Context: an optimization exercise on an open-source flow, tuned for small area, a short achievable clock period and few clock cycles. The choices shown serve that exercise and are no tape-out recipe.
Where RTL was checked, it was by simulation tests only, not by an equivalence proof against the original.

v6:
// cordic
module cordic(i_clk, i_rst, i_en, o_vld, o_cosine, o_sine, i_theta);
export LEC_CHECK = 0
export CAP_MARGIN = 20
export CORE_MARGIN = 2
export CORE_UTILIZATION = 40
export SETUP_SLACK_MARGIN = 5
export SLEW_MARGIN = 20
create_clock -name core_clock -period 10.0 [get_ports {i_clk}]
standard.sh (not shown) runs the stock make flow with config.mk's settings and CLKGATE_MAP_FILE= SYNTH_SCRIPT=/design/flow/synth_recipe.tcl, a recipe that flattens the netlist after the stock synthesis.
==> flow/flow/run.sh <==
#!/bin/bash
set -euo pipefail
export BUFFER_PORTS_ARGS="-buffer_cell sky130_fd_sc_hd__buf_1"
bash standard.sh finish > standard_flow.log 2>&1
v6 finished every stage and its layout cleared the timing, DRC and antenna checks.
diff inputs: v6 => v7
==> flow/run.sh (new file) <==
#!/bin/bash
# synth_recipe.tcl (not shown) runs the flow's synth.tcl, then flattens the netlist and writes it again
# the make line also repeats each setting of config.mk as NAME=value (left out here)
make -C /OpenROAD-flow-scripts/flow DESIGN_CONFIG=/design/flow/config.mk WORK_HOME=/design/flow/orfs CLKGATE_MAP_FILE= SYNTH_SCRIPT=/design/flow/synth_recipe.tcl finish
removed: flow/flow/run.sh
removed: flow/standard.sh
==> comparison <==
Delta (v7 minus v6): post-route minimum period decreased 0.12 ns. Via count: v7 vs v6 — no meaningful difference. v7 — global-route usage 0.19 points lower, v6 as reference. Between v6 and v7, non-clock buffer total of the final layout is higher for v7, v6 comes in under that. v7: worst reg-to-reg setup slack 0.12 ns above v6. v7 against v6: wire length after detailed routing went down 180 um; fmax went up.
No functional check of the RTL was part of any run of this note.

========
## rev 12
cordic, a different RTL version from the one above (not shown whole).
Size in the first run: about 1100 cells after synthesis, roughly 76 I/O pins, roughly 9400 um^2 of cells after synthesis.
==> flow/config.mk <==
export PLATFORM = sky130hd
export DESIGN_NAME = cordic
export DESIGN_NICKNAME = cordic
export VERILOG_FILES = /design/flow/design.v
export SDC_FILE = /design/flow/constraint.sdc
export NUM_CORES = 4
export LEC_CHECK = 0
export CAP_MARGIN = 20
export CORE_MARGIN = 2
export CORE_UTILIZATION = 60
export PLACE_DENSITY = 0.75
export SETUP_SLACK_MARGIN = 5
export SLEW_MARGIN = 20
==> flow/constraint.sdc <==
create_clock -name core_clock -period 10.0 [get_ports {i_clk}]
set_input_delay 2.0000 -clock core_clock [delete_from_list [all_inputs] [get_ports {i_clk}]]
set_output_delay 2.0000 -clock core_clock [all_outputs]
set_load 0.01 [all_outputs]
==> flow/flow/run.sh <==
#!/bin/bash
# The standard layout (the standard.sh), except that the port buffers
# buffer_ports inserts are buf_1 cells instead of the larger delay buffers it
# picks by default (every port still gets one), and repair_timing aims at a
# setup slack margin of 6.0 ns.
set -euo pipefail
export BUFFER_PORTS_ARGS="-buffer_cell sky130_fd_sc_hd__buf_1"
bash standard.sh SETUP_SLACK_MARGIN=6.0 finish > standard_flow.log 2>&1
Rev 12 completed end to end with timing, DRC and antenna clean.
Testbench counts of rev 12, summed over its fixed seeds: cycles 73,736.
Here is what was changed in the inputs of rev 13 compared with rev 12.
# rev 12
export LEC_CHECK = 0
export CAP_MARGIN = 20
export CORE_MARGIN = 2
export CORE_UTILIZATION = 60
export PLACE_DENSITY = 0.75
export SETUP_SLACK_MARGIN = 5
export SLEW_MARGIN = 20
create_clock -name core_clock -period 10.0 [get_ports {i_clk}]
# rev 13
export LEC_CHECK = 0
export CAP_MARGIN = 20
export CORE_MARGIN = 2
export CORE_UTILIZATION = 40
export SETUP_SLACK_MARGIN = 5
export SLEW_MARGIN = 20
create_clock -name core_clock -period 10.0 [get_ports {i_clk}]
### Flow results
Looking at termination of the worst setup path, the q[17]$_DFFE_PP_ result is from rev 12; the i1$_DFF_P_ one comes from rev 13.
Non-filler instance count after layout, rev 13 vs rev 12: up by a little under 10%
On global routing met1 resource utilization: between rev 12 and rev 13, it ends up higher for rev 12.
Sequential share of layout area sits lower in rev 13 than in rev 12.
Lower core utilization among rev 12 and rev 13: rev 13
Rev 12 -> rev 13: final RePlAce weighted congestion decreased by a little under 10%
Rev 13 vs rev 12, met3 usage went down by 1.9 points.
STATUS time the final worst path needs with I/O delays and setup: rev 13 wins against rev 12
Rev 13 — fmax 3.5% higher, rev 12 as reference

========
cordic, a different RTL version from the one above (not shown whole).
Size: ~1200 cells after synthesis, ~97 flip-flops, about 76 I/O pins, ~0.0096 mm² of cells after synthesis.
// cordic
module cordic(i_clk, i_rst, i_en, o_vld, o_cosine, o_sine, i_theta);
export LEC_CHECK = 0
export CAP_MARGIN = 20
export CORE_MARGIN = 2
export CORE_UTILIZATION = 40
export SLEW_MARGIN = 20
create_clock -name core_clock -period 10.0 [get_ports {i_clk}]
run.sh (not shown) runs the stock make flow with config.mk's settings and CLKGATE_MAP_FILE= SYNTH_SCRIPT=/design/flow/synth_recipe.tcl, a recipe that flattens the netlist after the stock synthesis.
Stock flow here: none of the scripts above is used.
==> next run, changes <==
--- a/flow/config.mk
+++ b/flow/config.mk
@@ -10,2 +10,3 @@
 export CORE_UTILIZATION = 40
+export SETUP_SLACK_MARGIN = 5
 export SLEW_MARGIN = 20
=> First-iteration DRC count rose by roughly a tenth; setup slack improves by 0.42 ns; final cell count stays flat; die area stays the same; final area rose slightly; global-route usage is unchanged; register-to-register slack improves by 0.42 ns; sequential cell count is unchanged.
No functional check of the RTL was part of any run of this note.

========
cordic, a different RTL version from the one above (not shown whole).
For scale: ~100 flip-flops, ~76 I/O pins, roughly 0.0094 mm² of cells after synthesis.
==> flow/design.v (excerpt) <==
module cordic(i_clk, i_rst, i_en, o_vld, o_cosine, o_sine, i_theta);
clock: 10.0 ns
lec_check: 0
abc_area: 1
cap_margin: 20
core_margin: 2
core_utilization: 40
setup_slack_margin: 5
slew_margin: 20
standard.sh (not shown) runs the stock make flow with config.mk's settings and CLKGATE_MAP_FILE= SYNTH_SCRIPT=/design/flow/synth_recipe.tcl, a recipe that flattens the netlist after the stock synthesis.
==> flow/flow/run.sh <==
#!/bin/bash
# The standard layout (the standard.sh), except that the port buffers
# buffer_ports inserts are buf_1 cells instead of the larger delay buffers it
# picks by default (every port still gets one), and repair_timing aims at a
# setup slack margin of 6.8 ns.
set -euo pipefail
export BUFFER_PORTS_ARGS="-buffer_cell sky130_fd_sc_hd__buf_1"
bash standard.sh SETUP_SLACK_MARGIN=6.8 finish > standard_flow.log 2>&1
Testbench counts at the start, summed over its fixed seeds: cycles 73,736.
Edit:
--- a/flow/flow/run.sh
+++ b/flow/flow/run.sh
@@ -5 +5 @@
-# setup slack margin of 6.8 ns.
+# setup slack margin of 6.5 ns.
@@ -8 +8 @@
-bash standard.sh SETUP_SLACK_MARGIN=6.8 finish > standard_flow.log 2>&1
+bash standard.sh SETUP_SLACK_MARGIN=6.5 finish > standard_flow.log 2>&1
- GPL_ROUTABILITY_DRIVEN: unset -> 0
- TNS_END_PERCENT: unset -> 0
=>
- routed wire length goes down by a little under a tenth
- worst setup slack got worse by 0.15 ns
- global-route usage goes down by 1.4 points
- final area goes down by about a fifth
- sequential share of layout area goes up by 3.0 points
- via count goes down by a few percent
- die area does not change
Edit:
--- a/flow/flow/run.sh
+++ b/flow/flow/run.sh
@@ -5 +5 @@
-# setup slack margin of 6.5 ns.
+# setup slack margin of 6.0 ns.
@@ -8 +8 @@
-bash standard.sh SETUP_SLACK_MARGIN=6.5 finish > standard_flow.log 2>&1
+bash standard.sh SETUP_SLACK_MARGIN=6.0 finish > standard_flow.log 2>&1
- GPL_ROUTABILITY_DRIVEN: 0 -> unset
- TNS_END_PERCENT: 0 -> unset
After rerunning:
- sequential cell count is unchanged
- maximum frequency falls by 7.5%
- routed wire length went down by 1.5%
- utilization goes down by 2.4 points
- global-route usage climbs by 0.31 points
Edit:
--- a/flow/flow/run.sh
+++ b/flow/flow/run.sh
@@ -5 +5 @@
-# setup slack margin of 6.0 ns.
+# setup slack margin of 6.65 ns.
@@ -8 +8 @@
-bash standard.sh SETUP_SLACK_MARGIN=6.0 finish > standard_flow.log 2>&1
+bash standard.sh SETUP_SLACK_MARGIN=6.65 finish > standard_flow.log 2>&1
- TNS_END_PERCENT: unset -> 0
What happened: Design area climbs by about 11%. Final cell count is higher by about 2.8%. Wire length rose by about 6%. Count of clock-buffer cells in the layout stays the same.
Edit:
--- a/flow/flow/run.sh
+++ b/flow/flow/run.sh
@@ -5 +5 @@
-# setup slack margin of 6.65 ns.
+# setup slack margin of 6.0 ns.
@@ -8 +8 @@
-bash standard.sh SETUP_SLACK_MARGIN=6.65 finish > standard_flow.log 2>&1
+bash standard.sh SETUP_SLACK_MARGIN=6.0 finish > standard_flow.log 2>&1
- ABC_AREA: 1 -> unset
- CTS_CLUSTER_DIAMETER: unset -> 100
- CTS_CLUSTER_SIZE: unset -> 30
- TNS_END_PERCENT: 0 -> unset
Worst setup slack degrades by 0.68 ns. Wire length shrinks by 14%. Non-clock buffer count goes down by 21. Count of clock-buffer cells in the layout does not change. Cell area came out lower by 7.4%. Area after synthesis went down by 0.73%. Global-route usage shrinks by 2.1 points. Hold slack gains 0.011 ns. Cell count falls by 20%.

========
Setup of job 101:
The RTL this note starts from:
==> flow/design.v <==
module fxp_smul
#( parameter QINT=8,
    parameter QFRAC=16)
(out, a, b);
    localparam BIT_WIDTH = QINT + QFRAC; 
    output signed [BIT_WIDTH-1:0] out;
    input signed [BIT_WIDTH-1:0] a;
    input signed [BIT_WIDTH-1:0] b;
    wire [BIT_WIDTH*2-1:0] mul_out;
    assign mul_out = a * b;
    assign out = {mul_out[BIT_WIDTH*2-1],mul_out[BIT_WIDTH*2-QINT-2:QFRAC]};
endmodule
module cordic(i_clk, i_rst, i_en, o_vld, o_cosine, o_sine, i_theta);
    input i_clk;
    input i_rst;
    input i_en;
    input signed [23:0] i_theta;
    output signed [23:0] o_cosine;
    output signed [23:0] o_sine;
    output o_vld;
    localparam W = 19;
    localparam R = 21;
    reg signed [W-1:0] r1, r2, q;
    reg signed [R-1:0] p;        
    reg [1:0]          mode;     
    reg [5:0]          cnt;      
    reg                busy;
    reg                lst;      
    reg                rw;       
    reg                dbl;      
    reg [3:0]          sh1;      
    reg [3:0]          sh2n;     
    reg                i1, i2;   
    reg                ip;       
    reg                m1;       
    reg                vld;
    assign o_vld = vld;
    assign o_cosine = {{6{r2[W-1]}}, r2[W-1:1]};
    assign o_sine   = {{6{r1[W-1]}}, r1[W-1:1]};
    wire [4:0] ai = cnt[5:1];
    wire [16:0] ang =
        ai == 5'd0  ? (dbl ? 17'h1921e : 17'h0) :
        ai == 5'd1  ? 17'h76b1 :
        ai == 5'd2  ? 17'h3eb6 :
        ai == 5'd3  ? 17'h1fd5 :
        ai == 5'd4  ? 17'h0ffa :
        ai == 5'd5  ? 17'h07ff :
        ai == 5'd6  ? 17'h03ff :
        ai == 5'd7  ? 17'h01ff :
        ai == 5'd8  ? 17'h00ff :
        ai == 5'd9  ? 17'h007f :
        ai == 5'd10 ? 17'h003f :
        ai == 5'd11 ? 17'h001f :
        ai == 5'd12 ? 17'h0010 :
        ai == 5'd13 ? 17'h0008 :
        ai == 5'd14 ? 17'h0004 : 17'h0000;
    wire signed [W-1:0] a1 = rw ? r1 : q;
    wire signed [W-1:0] a2 = rw ? r2 : p[W-1:0];
    wire signed [W-1:0] s1 = (i1 ? ~r2 : r2) >>> sh1;
    wire signed [W-1:0] s2 = (i2 ? ~r1 : r1) >>> (~sh2n);
    wire c1 = (rw & i1) | (m1 & ~|r2[1:0]);
    wire c2 = (rw & i2) | (m1 & ~|r1[1:0]);
    wire [W:0]  t1 = {a1, c1} + {s1, c1};
    wire [W:0]  t2 = {a2, c2} + {s2, c2};
    wire [R:0]  tp = {p, ip} + {ip ? ~{4'd0, ang} : {4'd0, ang}, ip};
    wire signed [W-1:0] n1 = t1[W:1];
    wire signed [W-1:0] n2 = t2[W:1];
    wire signed [R-1:0] pa = tp[R:1];
    wire pn = mode[1] ? (pa[R-1] | (mode[0] & ~pa[R-2])) : mode[0];
    wire [4:0] th = i_theta[23:19];
    wire [1:0] mode0 = th == 5'd0 ? 2'b10 : th == 5'h1f ? 2'b11 : {1'b0, i_theta[23]};
    wire d0n = i_theta[23];
    wire d1n = d0n ? (i_theta < -24'sd51471) : (i_theta < 24'sd51471);
    wire [W-1:0] pe = i_en ? i_theta[W-1:0] : pa[W-1:0];
    wire [5:0] cn = cnt + 6'd1;
    wire       rn = cn < 6'd30;    
    wire [3:0] shn = rn ? cn[4:1] : (cn == 6'd34 ? 4'd4 : 4'd2);
    wire       minv = cn != 6'd34;
    wire       sub1 = pn ^ cn[0];
    always @(posedge i_clk) begin
        if (i_rst) begin
            busy <= 1'b0;
            vld  <= 1'b0;
        end else if (i_en) begin
            busy <= 1'b1;
            vld  <= 1'b0;
        end else begin
            vld <= busy && cnt == 6'd35;
            if (busy && cnt == 6'd35) busy <= 1'b0;
        end
        if (lst) q <= n1;
        p[W-1:0] <= (lst & ~i_en) ? n2 : pe;
        if (i_en) begin
            r1   <= 19'sh10000;
            r2   <= d0n ? -19'sh10000 : 19'sh10000;
            p[R-1:W] <= 2'b00;
            mode <= mode0;
            dbl  <= d0n == d1n;
            cnt  <= 6'd1;
            lst  <= 1'b0;
            rw   <= 1'b1;
            sh1  <= 4'd0;
            sh2n <= 4'd15;
            i1   <= ~d1n;
            i2   <=  d1n;
            ip   <= ~d0n;
            m1   <= 1'b0;
        end else begin
            cnt <= cn;
            r1 <= n2;
            r2 <= n1;
            p[R-1:W] <= pa[R-1:W];
            lst  <= cn == 6'd29;
            rw   <= rn;
            sh1  <= shn;
            sh2n <= ~shn;
            i1   <= rn ?  sub1 : minv;
            i2   <= rn ? ~sub1 : minv;
            ip   <= rn & ~pn;
            m1   <= cn == 6'd30;
        end
    end
endmodule
Settings: LEC_CHECK=0, ABC_AREA=1, CAP_MARGIN=20, CORE_MARGIN=2, CORE_UTILIZATION=40, SETUP_SLACK_MARGIN=5, SLEW_MARGIN=20; clock period 10.0 ns.
==> flow/flow/run.sh <==
#!/bin/bash
# The standard layout (the standard.sh), except that the port buffers
# buffer_ports inserts are buf_1 cells instead of the larger delay buffers it
# picks by default (every port still gets one), and repair_timing aims at a
# setup slack margin of 7.1 ns.
set -euo pipefail
export BUFFER_PORTS_ARGS="-buffer_cell sky130_fd_sc_hd__buf_1"
bash standard.sh SETUP_SLACK_MARGIN=7.1 finish > standard_flow.log 2>&1
Job 101: flow completed, timing, DRC and antenna clean
Testbench counts of job 101, summed over its fixed seeds: cycles 73,736.
What job 102 does differently from job 101 at the input level:
==> flow/flow/run.sh <==
#!/bin/bash
# The standard layout (the standard.sh), except that the port buffers
# buffer_ports inserts are buf_1 cells instead of the larger delay buffers it
# picks by default (every port still gets one), and repair_timing aims at a
# setup slack margin of 6.5 ns.
set -euo pipefail
export BUFFER_PORTS_ARGS="-buffer_cell sky130_fd_sc_hd__buf_1"
bash standard.sh SETUP_SLACK_MARGIN=6.5 finish > standard_flow.log 2>&1
==> summary.txt <==
- Final-layout non-clock buffer area share in job 102 vs job 101: down 7.8 points
- The maximum frequency of job 102 was inferior to that of job 101.
- Every stage of the flow completed for job 102, and the final layout passed the timing, DRC and antenna checks.
- Taking job 101 as 1.0, job 102 lands at 0.911 on average wire per standard cell.
- Per the comparison of job 102 with job 101, area of the multi-input gates decreased by 1800 um2 relative to the old numbers; worst-margin pin slew moved down; first-iteration DRC count went down about 18%.

========
RTL: the design.v shown in full above, as it stands there.
export LEC_CHECK = 0
export ABC_AREA = 1
export CAP_MARGIN = 20
export CORE_MARGIN = 2
export CORE_UTILIZATION = 40
export SETUP_SLACK_MARGIN = 5
export SLEW_MARGIN = 20
export TNS_END_PERCENT = 0
create_clock -name core_clock -period 10.0 [get_ports {i_clk}]
==> flow/flow/run.sh <==
#!/bin/bash
# The standard layout (the standard.sh), except that the port buffers
# buffer_ports inserts are buf_1 cells instead of the larger delay buffers it
# picks by default (every port still gets one), and repair_timing aims at a
# setup slack margin of 6.5 ns.
set -euo pipefail
export BUFFER_PORTS_ARGS="-buffer_cell sky130_fd_sc_hd__buf_1"
bash standard.sh SETUP_SLACK_MARGIN=6.5 finish > standard_flow.log 2>&1
The first run went through all stages and came out clean.
Testbench counts at the start, summed over its fixed seeds: cycles 73,736.
Change:
==> flow/flow/run.sh (replaced) <==
#!/bin/bash
# The standard layout (the standard.sh), except that the port buffers
# buffer_ports inserts are buf_1 cells instead of the larger delay buffers it
# picks by default (every port still gets one), and repair_timing aims at a
# setup slack margin of 6.0 ns.
set -euo pipefail
export BUFFER_PORTS_ARGS="-buffer_cell sky130_fd_sc_hd__buf_1"
bash standard.sh SETUP_SLACK_MARGIN=6.0 finish > standard_flow.log 2>&1
--- a/flow/config.mk
+++ b/flow/config.mk
@@ -6,5 +6,4 @@
 export NUM_CORES = 4
 export LEC_CHECK = 0
-export ABC_AREA = 1
 export CAP_MARGIN = 20
 export CORE_MARGIN = 2
@@ -12,3 +11,2 @@
 export SETUP_SLACK_MARGIN = 5
 export SLEW_MARGIN = 20
-export TNS_END_PERCENT = 0
=> The new run finished clean; routed wire length came out lower by 12%; worst setup slack loses 610 ps.
Change:
==> flow/flow/run.sh (replaced) <==
#!/bin/bash
# The standard layout (the standard.sh), except that the port buffers
# buffer_ports inserts are buf_1 cells instead of the larger delay buffers it
# picks by default (every port still gets one), and repair_timing aims at a
# setup slack margin of 6.5 ns.
set -euo pipefail
export BUFFER_PORTS_ARGS="-buffer_cell sky130_fd_sc_hd__buf_1"
bash standard.sh SETUP_SLACK_MARGIN=6.5 finish > standard_flow.log 2>&1
--- a/flow/config.mk
+++ b/flow/config.mk
@@ -6,7 +6,10 @@
 export NUM_CORES = 4
 export LEC_CHECK = 0
+export ABC_AREA = 1
 export CAP_MARGIN = 20
 export CORE_MARGIN = 2
 export CORE_UTILIZATION = 40
+export PLACE_DENSITY = 0.8
 export SETUP_SLACK_MARGIN = 5
 export SLEW_MARGIN = 20
+export TNS_END_PERCENT = 0
Outcome: Final cell count climbs by a quarter to a third. Utilization rose by 0.22 points. Clock-buffer cell count stays the same. Die area came out higher slightly. Synthesized area goes up slightly.

port drivers added, routing unchanged:
How much do the figures lean on ideal ports? The routed layouts below were timed once more, with nothing changed but the port constraints. Step 1, drivers: a clkbuf_16 drives i_clk and a buf_2 each remaining input, both assumed. Step 2 adds t to the input delays and takes it off the output delays; t is the mean of the earliest and latest rising clock arrival at the registers after step 1. Input paths then give back, and output paths get back, about the clock's delay inside the block. Three values: no drivers, after step 1, after step 2; two values: the first two.
run | t (ns) | slack for setup (ns) | worst setup path after step 2 | worst register clock-pin slew, ns | cell pins on the clock port's net
v6 | 0.413 | 5.294 / 5.294 / 5.294 | register to register | 0.08 / 0.08 | 1
v7 | 0.411 | 5.419 / 5.419 / 5.419 | register to register | 0.08 / 0.08 | 1
rev 12 | 0.408 | 5.967 / 5.967 / 5.967 | register to register | 0.08 / 0.08 | 1
rev 13 | 0.408 | 6.102 / 6.102 / 5.865 | input to register | 0.08 / 0.08 | 1
the first run of note 3 | 0.410 | 4.868 / 4.868 / 4.868 | register to register | 0.09 / 0.09 | 1
the second run of note 3 | 0.405 | 5.284 / 5.284 / 5.284 | register to register | 0.09 / 0.09 | 1
the first run of note 4 | 0.409 | 6.718 / 6.718 / 6.446 | input to register | 0.08 / 0.08 | 1
the second run of note 4 | 0.393 | 6.566 / 6.586 / 6.193 | input to register | 0.07 / 0.07 | 1
the third run of note 4 | 0.396 | 6.288 / 6.288 / 5.915 | input to register | 0.07 / 0.07 | 1
the fourth run of note 4 | 0.400 | 6.719 / 6.719 / 6.353 | input to register | 0.07 / 0.07 | 1
the fifth run of note 4 | 0.407 | 6.043 / 6.043 / 6.043 | register to register | 0.07 / 0.07 | 1
job 101 | 0.400 | 6.737 / 6.737 / 6.421 | input to register | 0.08 / 0.08 | 1
job 102 | 0.396 | 6.650 / 6.650 / 6.356 | input to register | 0.07 / 0.07 | 1
the first run of note 6 | 0.397 | 6.649 / 6.649 / 6.319 | input to register | 0.07 / 0.07 | 1
the second run of note 6 | 0.407 | 6.043 / 6.043 / 6.043 | register to register | 0.07 / 0.07 | 1
the third run of note 6 | 0.396 | 6.596 / 6.596 / 6.256 | input to register | 0.08 / 0.08 | 1
After both steps setup and hold are still met in every run listed.
